From an optimization exercise on the open Yosys and OpenROAD flow, aimed at small area, a short achievable clock period and few clock cycles per item; shortcuts taken in it are not production practice.
RTL that was checked went through simulation tests only; none was proved equivalent to the original.
The RTL of run 2 was laid out without a check of its function.

## flow/design.v (module list and top-level ports; edited modules follow where they fit)
// module mult_ex: 3671 lines
module mult_ex #(
    parameter WIDTH = 32
) (
    input  logic            clk,
    input  logic            rst_n,
    input  logic[WIDTH-1:0] a,
    input  logic[WIDTH-1:0] b,
    output logic[WIDTH-1:0] lo,
    output logic[WIDTH-1:0] hi,
    input  logic           valid_in,
    output logic           ready_out,
    output logic           valid_out,
    input  logic           ready_in
);
  // ...
==> flow/flow/run.sh <==
#!/bin/bash
set -euo pipefail
sed '1s/-noshare /-noshare -noabc /' synth_recipe.tcl > flow_synth.tcl
grep -q -- '-noabc' flow_synth.tcl
bash standard.sh SYNTH_SCRIPT="$PWD/flow_synth.tcl" \
    "BUFFER_PORTS_ARGS=-buffer_cell sky130_fd_sc_hd__buf_2" \
    MATCH_CELL_FOOTPRINT=0 SETUP_SLACK_MARGIN=7.4 finish > standard_flow.log 2>&1
==> flow/standard.sh <==
#!/bin/bash
# synth_recipe.tcl (not shown) runs the flow's synth.tcl, then flattens the netlist and writes it again
# the make line also repeats each setting of config.mk as NAME=value (left out here)
make -C /OpenROAD-flow-scripts/flow DESIGN_CONFIG=/design/flow/config.mk WORK_HOME=/design/flow/orfs CLKGATE_MAP_FILE= SYNTH_SCRIPT=/design/flow/synth_recipe.tcl "${@:-finish}"
==> flow/config.mk <==
export PLATFORM = sky130hd
export DESIGN_NAME = mult_ex
export DESIGN_NICKNAME = mult_ex
export VERILOG_FILES = /design/flow/design.v
export SDC_FILE = /design/flow/constraint.sdc
export NUM_CORES = 4
export LEC_CHECK = 0
export ABC_CLOCK_PERIOD_IN_PS = 3000
export CAP_MARGIN = 20
export CORE_MARGIN = 2
export CORE_UTILIZATION = 55
export SLEW_MARGIN = 20
==> flow/constraint.sdc <==
create_clock -name core_clock -period 11.0 [get_ports {clk}]
set_input_delay 2.2000 -clock core_clock [delete_from_list [all_inputs] [get_ports {clk}]]
set_output_delay 2.2000 -clock core_clock [all_outputs]
set_load 0.01 [all_outputs]
==> notes.md, run 1 <==
* Hold slack at 0.471 ns
* Register Area at ~11000 sq um
* Die footprint at roughly 67000 sq um
* Rows at 93
* CP startpoint: m_c6_0
* Status: finished clean
* Crit path depth at 14
* Clock buffer count at between 50 and 60
* Synth unique cells at 80
* TritonCTS clock tree: done
* Post-CTS Setup Inserts at 28
* Multi-Input Combinational at 2182
* Fin util at between 60% and 70%
* EDFF count, synth at 317
* 1st-pass router iterations at 7
* ClkCell Share at 3.60%
* Worst-Skew Late Latency at 0.58 ns
* Register-to-register setup slack at 7.16 ns
* Pins Over Slew Limit at 0
* Synth cell count leaders: xnor2_1 (538), a22oi_1 (496), fa_1 (475)
* CTS Buffer Depth at 3
* Biggest register: head
* Vias per Instance at 6.60
* # IOs at 134
* Hold EP: skid_a[10]
* # diodes at 1
* Reg2Reg Launch Point: m_c6_0
* Met3 Use GR at 12.5%
* Pre-CTS setup slack at 5.87 ns
* Share of cells above drive strength 1 at 15.9%
* First-pass GRT wire length at 169000 microns
* CP Launch Type: flip-flop
* Commonest non-fill, non-tap cell in the layout: xnor2_1
* Setup crit end kind: flip-flop
* CTS Hold Bufs at 0
* Most used routing layer: met2
* CP required at 11.33 ns
Testbench counts, summed over its fixed seeds: cycles 2,072, items 2,048.
==> run 2, diff against run 1 <==
--- a/flow/design.v
+++ b/flow/design.v
@@ -7,17 +7,17 @@
     input  logic[WIDTH-1:0] b,
     output logic[WIDTH-1:0] lo,
     output logic[WIDTH-1:0] hi,
     input  logic           valid_in,
     output logic           ready_out,
     output logic           valid_out,
     input  logic           ready_in
 );
-logic v0, v1, head_v, sk, rdy;
+logic v0, v1, v2, head_v, sk, rdy;
 logic st;
 logic [WIDTH-1:0] a_r, skid_a, skid_b, a_m, b_m;
 logic [63:0] res, head;
 logic [16:0] e_one, e_two, e_neg;
 logic [16:0] n_one, n_two, n_neg;
 logic pp1;
 logic pp2;
 logic pp3;
@@ -1814,16 +1814,131 @@
 logic m_c59_0;
 logic m_c60_0;
 logic m_c60_1;
 logic m_c60_2;
 logic m_c61_0;
 logic m_c62_0;
 logic m_c63_0;
 logic m_c63_1;
+logic n_c0_0;
+logic n_c0_1;
+logic n_c1_0;
+logic n_c2_0;
+logic n_c3_0;
+logic n_c4_0;
+logic n_c5_0;
+logic n_c6_0;
+logic n_c7_0;
+logic n_c8_0;
+logic n_c8_1;
+logic n_c9_0;
+logic n_c9_1;
+logic n_c10_0;
+logic n_c10_1;
+logic n_c11_0;
+logic n_c11_1;
+logic n_c12_0;
+logic n_c12_1;
+logic n_c13_0;
+logic n_c13_1;
+logic n_c14_0;
+logic n_c14_1;
+logic n_c15_0;
+logic n_c15_1;
+logic n_c16_0;
+logic n_c16_1;
+logic n_c17_0;
+logic n_c17_1;
+logic n_c18_0;
+logic n_c18_1;
+logic n_c19_0;
+logic n_c19_1;
+logic n_c20_0;
+logic n_c20_1;
+logic n_c21_0;
+logic n_c21_1;
+logic n_c22_0;
+logic n_c22_1;
+logic n_c23_0;
+logic n_c23_1;
+logic n_c24_0;
+logic n_c24_1;
+logic n_c25_0;
+logic n_c25_1;
+logic n_c26_0;
+logic n_c26_1;
+logic n_c27_0;
+logic n_c27_1;
+logic n_c28_0;
+logic n_c28_1;
+logic n_c29_0;
+logic n_c29_1;
+logic n_c30_0;
+logic n_c30_1;
+logic n_c31_0;
+logic n_c31_1;
+logic n_c32_0;
+logic n_c32_1;
+logic n_c33_0;
+logic n_c33_1;
+logic n_c34_0;
+logic n_c34_1;
+logic n_c35_0;
+logic n_c35_1;
+logic n_c36_0;
+logic n_c36_1;
+logic n_c37_0;
+logic n_c37_1;
+logic n_c38_0;
+logic n_c38_1;
+logic n_c39_0;
+logic n_c39_1;
+logic n_c40_0;
+logic n_c40_1;
+logic n_c41_0;
+logic n_c41_1;
+logic n_c42_0;
+logic n_c42_1;
+logic n_c43_0;
+logic n_c43_1;
+logic n_c44_0;
+logic n_c44_1;
+logic n_c45_0;
+logic n_c45_1;
+logic n_c46_0;
+logic n_c46_1;
+logic n_c47_0;
+logic n_c47_1;
+logic n_c48_0;
+logic n_c48_1;
+logic n_c49_0;
+logic n_c49_1;
+logic n_c50_0;
+logic n_c50_1;
+logic n_c51_0;
+logic n_c51_1;
+logic n_c52_0;
+logic n_c53_0;
+logic n_c53_1;
+logic n_c54_0;
+logic n_c55_0;
+logic n_c55_1;
+logic n_c56_0;
+logic n_c57_0;
+logic n_c57_1;
+logic n_c58_0;
+logic n_c59_0;
+logic n_c59_1;
+logic n_c60_0;
+logic n_c61_0;
+logic n_c61_1;
+logic n_c62_0;
+logic n_c63_0;
+logic n_c63_1;
 assign st = head_v & ~ready_in;
 assign ready_out = rdy;
 assign valid_out = head_v;
 assign {hi, lo} = head;
 assign a_m = sk ? skid_a : a;
 assign b_m = sk ? skid_b : b;
 logic [34:0] bx;
 assign bx = {2'b00, b_m, 1'b0};
@@ -3457,31 +3572,33 @@
 assign s1621 = m_c50_0 ^ m_c50_1;
 assign c1622 = m_c50_0 & m_c50_1;
 assign s1623 = m_c52_0 ^ m_c52_1 ^ c1526;
 assign c1624 = (m_c52_0 & m_c52_1) | (m_c52_0 & c1526) | (m_c52_1 & c1526);
 assign s1625 = m_c54_0 ^ m_c54_1 ^ c1528;
 assign c1626 = (m_c54_0 & m_c54_1) | (m_c54_0 & c1528) | (m_c54_1 & c1528);
 assign s1627 = m_c56_0 ^ m_c56_1 ^ c1530;
 assign c1628 = (m_c56_0 & m_c56_1) | (m_c56_0 & c1530) | (m_c56_1 & c1530);
-assign res = {m_c63_0, m_c62_0, m_c61_0, s1533, m_c59_0, s1531, m_c57_0, s1627, s1529, s1625, s1527, s1623, s1525, s1621, s1619, s1617, s1615, s1613, s1611, s1609, s1607, s1605, s1603, s1601, s1599, s1597, s1595, s1593, s1591, s1589, s1587, s1585, s1583, s1581, s1579, s1577, s1575, s1573, s1571, s1569, s1567, s1565, s1563, s1561, s1559, s1557, s1555, s1553, s1551, s1549, s1547, s1545, s1543, s1541, s1539, s1537, s1535, s1463, m_c5_0, m_c4_0, m_c3_0, m_c2_0, m_c1_0, m_c0_0} + {m_c63_1, 1'b0, c1534, 1'b0, c1532, 1'b0, c1628, 1'b0, c1626, 1'b0, c1624, 1'b0, c1622, c1620, c1618, c1616, c1614, c1612, c1610, c1608, c1606, c1604, c1602, c1600, c1598, c1596, c1594, c1592, c1590, c1588, c1586, c1584, c1582, c1580, c1578, c1576, c1574, c1572, c1570, c1568, c1566, c1564, c1562, c1560, c1558, c1556, c1554, c1552, c1550, c1548, c1546, c1544, c1542, c1540, c1538, c1536, 1'b0, 1'b0, 1'b0, 1'b0, 1'b0, 1'b0, 1'b0, m_c0_1};
+assign res = {n_c63_0, n_c62_0, n_c61_0, n_c60_0, n_c59_0, n_c58_0, n_c57_0, n_c56_0, n_c55_0, n_c54_0, n_c53_0, n_c52_0, n_c51_0, n_c50_0, n_c49_0, n_c48_0, n_c47_0, n_c46_0, n_c45_0, n_c44_0, n_c43_0, n_c42_0, n_c41_0, n_c40_0, n_c39_0, n_c38_0, n_c37_0, n_c36_0, n_c35_0, n_c34_0, n_c33_0, n_c32_0, n_c31_0, n_c30_0, n_c29_0, n_c28_0, n_c27_0, n_c26_0, n_c25_0, n_c24_0, n_c23_0, n_c22_0, n_c21_0, n_c20_0, n_c19_0, n_c18_0, n_c17_0, n_c16_0, n_c15_0, n_c14_0, n_c13_0, n_c12_0, n_c11_0, n_c10_0, n_c9_0, n_c8_0, n_c7_0, n_c6_0, n_c5_0, n_c4_0, n_c3_0, n_c2_0, n_c1_0, n_c0_0} + {n_c63_1, 1'b0, n_c61_1, 1'b0, n_c59_1, 1'b0, n_c57_1, 1'b0, n_c55_1, 1'b0, n_c53_1, 1'b0, n_c51_1, n_c50_1, n_c49_1, n_c48_1, n_c47_1, n_c46_1, n_c45_1, n_c44_1, n_c43_1, n_c42_1, n_c41_1, n_c40_1, n_c39_1, n_c38_1, n_c37_1, n_c36_1, n_c35_1, n_c34_1, n_c33_1, n_c32_1, n_c31_1, n_c30_1, n_c29_1, n_c28_1, n_c27_1, n_c26_1, n_c25_1, n_c24_1, n_c23_1, n_c22_1, n_c21_1, n_c20_1, n_c19_1, n_c18_1, n_c17_1, n_c16_1, n_c15_1, n_c14_1, n_c13_1, n_c12_1, n_c11_1, n_c10_1, n_c9_1, n_c8_1, 1'b0, 1'b0, 1'b0, 1'b0, 1'b0, 1'b0, 1'b0, n_c0_1};
 logic sk_d;
 assign sk_d = st ? (sk | valid_in) : 1'b0;
 always_ff @(posedge clk, negedge rst_n) begin
     if (!rst_n) begin
         v0 <= 1'b0;
         v1 <= 1'b0;
+        v2 <= 1'b0;
         head_v <= 1'b0;
         sk <= 1'b0;
         rdy <= 1'b1;
     end else begin
         if (!st) begin
             v0 <= sk | valid_in;
             v1 <= v0;
-            head_v <= v1;
+            v2 <= v1;
+            head_v <= v2;
         end
         sk <= sk_d;
         rdy <= ~sk_d;
     end
 end
 always_ff @(posedge clk) begin
     if (!sk) begin
         skid_a <= a;
@@ -3660,12 +3777,127 @@
         m_c59_0 <= s1459;
         m_c60_0 <= s1175;
         m_c60_1 <= c1174;
         m_c60_2 <= c1460;
         m_c61_0 <= s1341;
         m_c62_0 <= s1461;
         m_c63_0 <= s1177;
         m_c63_1 <= c1462;
+        n_c0_0 <= m_c0_0;
+        n_c0_1 <= m_c0_1;
+        n_c1_0 <= m_c1_0;
+        n_c2_0 <= m_c2_0;
+        n_c3_0 <= m_c3_0;
+        n_c4_0 <= m_c4_0;
+        n_c5_0 <= m_c5_0;
+        n_c6_0 <= s1463;
+        n_c7_0 <= s1535;
+        n_c8_0 <= s1537;
+        n_c8_1 <= c1536;
+        n_c9_0 <= s1539;
+        n_c9_1 <= c1538;
+        n_c10_0 <= s1541;
+        n_c10_1 <= c1540;
+        n_c11_0 <= s1543;
+        n_c11_1 <= c1542;
+        n_c12_0 <= s1545;
+        n_c12_1 <= c1544;
+        n_c13_0 <= s1547;
+        n_c13_1 <= c1546;
+        n_c14_0 <= s1549;
+        n_c14_1 <= c1548;
+        n_c15_0 <= s1551;
+        n_c15_1 <= c1550;
+        n_c16_0 <= s1553;
+        n_c16_1 <= c1552;
+        n_c17_0 <= s1555;
+        n_c17_1 <= c1554;
+        n_c18_0 <= s1557;
+        n_c18_1 <= c1556;
+        n_c19_0 <= s1559;
+        n_c19_1 <= c1558;
+        n_c20_0 <= s1561;
+        n_c20_1 <= c1560;
+        n_c21_0 <= s1563;
+        n_c21_1 <= c1562;
+        n_c22_0 <= s1565;
+        n_c22_1 <= c1564;
+        n_c23_0 <= s1567;
+        n_c23_1 <= c1566;
+        n_c24_0 <= s1569;
+        n_c24_1 <= c1568;
+        n_c25_0 <= s1571;
+        n_c25_1 <= c1570;
+        n_c26_0 <= s1573;
+        n_c26_1 <= c1572;
+        n_c27_0 <= s1575;
+        n_c27_1 <= c1574;
+        n_c28_0 <= s1577;
+        n_c28_1 <= c1576;
+        n_c29_0 <= s1579;
+        n_c29_1 <= c1578;
+        n_c30_0 <= s1581;
+        n_c30_1 <= c1580;
+        n_c31_0 <= s1583;
+        n_c31_1 <= c1582;
+        n_c32_0 <= s1585;
+        n_c32_1 <= c1584;
+        n_c33_0 <= s1587;
+        n_c33_1 <= c1586;
+        n_c34_0 <= s1589;
+        n_c34_1 <= c1588;
+        n_c35_0 <= s1591;
+        n_c35_1 <= c1590;
+        n_c36_0 <= s1593;
+        n_c36_1 <= c1592;
+        n_c37_0 <= s1595;
+        n_c37_1 <= c1594;
+        n_c38_0 <= s1597;
+        n_c38_1 <= c1596;
+        n_c39_0 <= s1599;
+        n_c39_1 <= c1598;
+        n_c40_0 <= s1601;
+        n_c40_1 <= c1600;
+        n_c41_0 <= s1603;
+        n_c41_1 <= c1602;
+        n_c42_0 <= s1605;
+        n_c42_1 <= c1604;
+        n_c43_0 <= s1607;
+        n_c43_1 <= c1606;
+        n_c44_0 <= s1609;
+        n_c44_1 <= c1608;
+        n_c45_0 <= s1611;
+        n_c45_1 <= c1610;
+        n_c46_0 <= s1613;
+        n_c46_1 <= c1612;
+        n_c47_0 <= s1615;
+        n_c47_1 <= c1614;
+        n_c48_0 <= s1617;
+        n_c48_1 <= c1616;
+        n_c49_0 <= s1619;
+        n_c49_1 <= c1618;
+        n_c50_0 <= s1621;
+        n_c50_1 <= c1620;
+        n_c51_0 <= s1525;
+        n_c51_1 <= c1622;
+        n_c52_0 <= s1623;
+        n_c53_0 <= s1527;
+        n_c53_1 <= c1624;
+        n_c54_0 <= s1625;
+        n_c55_0 <= s1529;
+        n_c55_1 <= c1626;
+        n_c56_0 <= s1627;
+        n_c57_0 <= m_c57_0;
+        n_c57_1 <= c1628;
+        n_c58_0 <= s1531;
+        n_c59_0 <= m_c59_0;
+        n_c59_1 <= c1532;
+        n_c60_0 <= s1533;
+        n_c61_0 <= m_c61_0;
+        n_c61_1 <= c1534;
+        n_c62_0 <= m_c62_0;
+        n_c63_0 <= m_c63_0;
+        n_c63_1 <= m_c63_1;
         head <= res;
     end
 end
 endmodule
==> flow/flow/run.sh (replaced) <==
#!/bin/bash
set -euo pipefail
sed '1s/-noshare /-noshare -noabc /' synth_recipe.tcl > flow_synth.tcl
grep -q -- '-noabc' flow_synth.tcl
bash standard.sh SYNTH_SCRIPT="$PWD/flow_synth.tcl" \
    "BUFFER_PORTS_ARGS=-buffer_cell sky130_fd_sc_hd__buf_4" \
    MATCH_CELL_FOOTPRINT=0 SETUP_SLACK_MARGIN=7.5 finish > standard_flow.log 2>&1
==> notes.md, run 2 <==
* Seq/Total Area, Yosys at 36.7% (was 30.5%)
* Gr usage total at 31.9% (was 33.6%)
* Synth unique cells at 67 (was 80)
* Pins Over Slew Limit at 0 (unchanged)
* Commonest non-fill, non-tap cell in the layout: xnor2_1 (unchanged)
* RSZ-0062 raised after global routing: true (unchanged)
* HPWL Detailed at 69000 microns (was 67300 microns)
* Nets at 3787 (was 3657)
* Maxcap violations at 0 (unchanged)
* CP max stage cell: fa_2 (unchanged)
* Met2 Use GR at 43.9% (was 48.4%)
* Setup crit end kind: flip-flop (unchanged)
* M1 GR Usage at 45.7% (was 46.7%)
* Slew @ Worst Pin at 1.06 ns (was 0.899 ns)
* Vias in the first global route at 28400 (was 27400)
* Cells after DPL at 3995 (was 3770)
* Synth cell count leaders: xnor2_1 (541), a22oi_1 (497), fa_1 (475) (was xnor2_1 (538), a22oi_1 (496), fa_1 (475))
* Initial core utilization at 55.7% (was 55.6%)
* Iteration-0 DRC Markers at 3586 (was 3226)
* First-pass GRT wire length at 176000 microns (was 169000 microns)
* Synthesized Nets at 3813 (was 3667)
* FFs w/ async S/R, synth at 1.20% (was 1.30%)
* Final Hold Violating Endpoints at 0 (unchanged)
* Initial antenna violation count at 3 (was 4)
* Die Y-Extent at 271 microns (was 259 microns)
* Die footprint at 73500 sq um (was 67100 sq um)
* Minimum clock period at 3.53 ns (was 3.84 ns)
* WP buf/inv at 3 (was 2)
* Worst-Skew Late Latency at 0.63 ns (was 0.58 ns)
* Critical Path Max Stage Delay at 0.55 ns (was 0.42 ns)
* Clock Sinks at 502 (was 386)
* Worst min path class: reg2reg (unchanged)
* Mapped Area at 39200 sq um (was 35800 sq um)
* Highest clock rate at 0.283 GHz (was 0.261 GHz)
* GR Overflow Total at 0 (unchanged)
* CP Launch Type: flip-flop (unchanged)
* Ys Warns at 1 (unchanged)
* EDFF count, synth at 432 (was 317)
* Setup Skew at 0.0200 ns (was 0.0226 ns)
* CP max FO at 8 (was 5)
* Status: finished clean (unchanged)
* Critical path class: reg2reg (unchanged)
* Share of cells above drive strength 1 at 15.9% (about the same)
* Register-to-register setup slack at 7.47 ns (was 7.16 ns)
* Vias per Instance at 6.57 (was 6.60)
* Largest net degree at the start of global routing at 159 (was 92)
* Crit-path cells: buf_6, clkbuf_16, buf_12, a22oi_1, xnor2_1, fa_1, fa_1, fa_2, fa_2 (was fa_2, fa_2, ha_4, buf_6, and3_4, a41oi_4, and2_4, o311ai_4, a311o_1, o211ai_4, o21ai_4, buf_4, a21oi_2, xnor2_1)
* Worst-path clk slew at 0.06 ns (about the same)
* Rows at 97 (was 93)
* Buffers on Ports at 133 (unchanged)
* Most used routing layer: met1 (was met2)
* Root Driver: clkbuf_16 (unchanged)
* Largest register FFs at 64 (unchanged)
* # IOs at 134 (unchanged)
* Slew margin rel. at 29.0% (was 40.1%)
* Period utilization at 32.1% (was 34.9%)
* Synthesized flop and latch total at 502 (was 386)
* Most frequent cells in the layout: xnor2_1 (531), fa_1 (442), edfxtp_1 (432) (was xnor2_1 (535), a22oi_1 (491), fa_1 (465))
* Cts bufs inserted at 52 (was 45)
* CP required at 11.34 ns (was 11.33 ns)
* Biggest register: head (unchanged)
* Syn avg cell area at 12.4 sq um (was 11.9 sq um)
* Die width at 271 microns (was 259 microns)
* TritonCTS clock tree: done (unchanged)
* Met3 Use GR at 11.3% (was 12.5%)
* Setup TNS at 0 ns (unchanged)
* Drt drc at 0 (unchanged)
* Routed length per instance at 28.7 microns (was 28.9 microns)
* Most used flip-flop cell after synthesis: edfxtp_1 (unchanged)
* H-tree Lvls at 2 (unchanged)
* CTS Buffer Depth at 3 (unchanged)
* Routed vias at 27000 (was 25700)
* Synth area leader: edfxtp_1 (unchanged)
* Synth top area share at 33.1% (was 26.6%)
* Placer Congestion at 0.911 (was 0.909)
* Antenna-violating nets left at 0 (unchanged)
* Area contributors post-synth: edfxtp_1 (33%), fa_1 (24%), xnor2_1 (12%) (was edfxtp_1 (27%), fa_1 (27%), xnor2_1 (13%))
* Crit path DAT at 3.87 ns (was 4.16 ns)
* Core area at 70400 sq um (was 64300 sq um)
* Area growth, synth to finish at 13.0% (was 11.3%)
* Cell with the most instances after synthesis: xnor2_1 (unchanged)
* Cell family with most CP delay: adder cells (was compound AO/OA/AOI/OAI gates)
* Drt total wl at 118000 microns (was 113000 microns)
* Layout Cells excl Fill at 4119 (was 3895)
* 1st-pass router iterations at 7 (unchanged)
* Mapped Cells at 3161 (was 3015)
* Endpoints failing setup at 0 (unchanged)
==> run 2: final timing paths <==
kind | start | end | cells past startpoint
max | a_r[15] | m_c43_0 | 9
min | m_c62_0 | n_c62_0 | 0
max reg2reg | a_r[15] | m_c43_0 | 9
min reg2reg | m_c62_0 | n_c62_0 | 0
max in group asynchronous | rst_n | rdy | 1
min in group asynchronous | rst_n | v2 | 1
==> run 2: cell type report <==
type / count / area [sq um]
fill: 5390 / 26100
multi-input combinational: 2210 / 23700
sequential: 502 / 14400
timing repair buffer: 243 / 2880
clock buffer: 71 / 1380
tap: 940 / 1180
inverter: 126 / 473
clock inverter: 25 / 262
antenna: 2 / 5.00
==> run 2: cell families (layout without fill, tap and decap cells) <==
kind of cell | Yosys count | count (layout) | synth area share, %
adder cells (fa/ha/maj) | 584 | 584 | 27.7
other | 0 | 2 | 0
multiplexers | 66 | 66 | 1.80
flip-flops | 502 | 502 | 36.7
AO/OA/AOI/OAI | 711 | 711 | 13.0
AND/OR/NAND/NOR | 255 | 255 | 3.20
buffers and inverters | 449 | 465 | 4.32
XOR/XNOR | 594 | 594 | 13.3
==> run 2: repair_timing <==
| action | 4_1_cts | 5_1_grt |
|---|---|---|
| cloned | 1 | 13 |
| setup endpoints to repair | 164 | 142 |
| buffers inserted | 0 | 12 |
| pin swaps | 1 | 98 |
| hold buffers | 0 | 0 |
| hold endpoints to repair | 0 | 0 |
| gates resized for setup | 127 | 265 |
==> run 2: routing by layer <==
metal / wire length [microns] / vias to the layer above
li1: - / 11100
met1: 47800 / 13500
met2: 48900 / 2080
met3: 17000 / 407
met4: 4510 / 4
met5: 136 / -
==> run 2: metrics by stage <==
stage | instance area [sq um] | setup WS [ns] | util, % | hold WS, ns
2_1_floorplan | 39300 | 7.09 | - | 0.400
3_3_place_gp | 40900 | 6.25 | 58.1 | 0.405
3_5_place_dp | 40900 | 6.19 | 58.1 | 0.405
4_1_cts | 42900 | 7.50 | 61.0 | 0.419
5_1_grt | 44300 | 7.42 | 63.0 | 0.426
6_report | 44300 | 7.47 | 63.0 | 0.418

## port drivers added, routing unchanged
No port has a modelled driver above. Below, the same layouts with a new extraction and two added sets of constraints.
Step 1 sets driving cells, clkbuf_16 on the clock port and buf_2 on the other inputs (assumed; they add their load-dependent delay and slew).
Step 2 moves the port delays by t, midway between the first and last clock arrival at a register: inputs arrive t later, outputs are due t later. That takes back most of the time a late clock gives input paths.
a / b / c = ideal ports / drivers / drivers and shift; a / b = the first two.
run | t (ns) | slack for setup (ns) | hold WS [ns] | worst setup path at the end | worst register clock-pin slew, ns
run 1 | 0.636 | 7.162 / 7.162 / 6.992 | 0.471 / 0.471 / 0.471 | input to register | 0.07 / 0.07
run 2 | 0.690 | 7.472 / 7.472 / 6.963 | 0.418 / 0.418 / 0.418 | input to register | 0.07 / 0.07
After both steps every run listed still meets setup and hold. The setup slack of run 2, which loses most, moves by 0.000 ns with the drivers and by -0.509 ns with both steps.
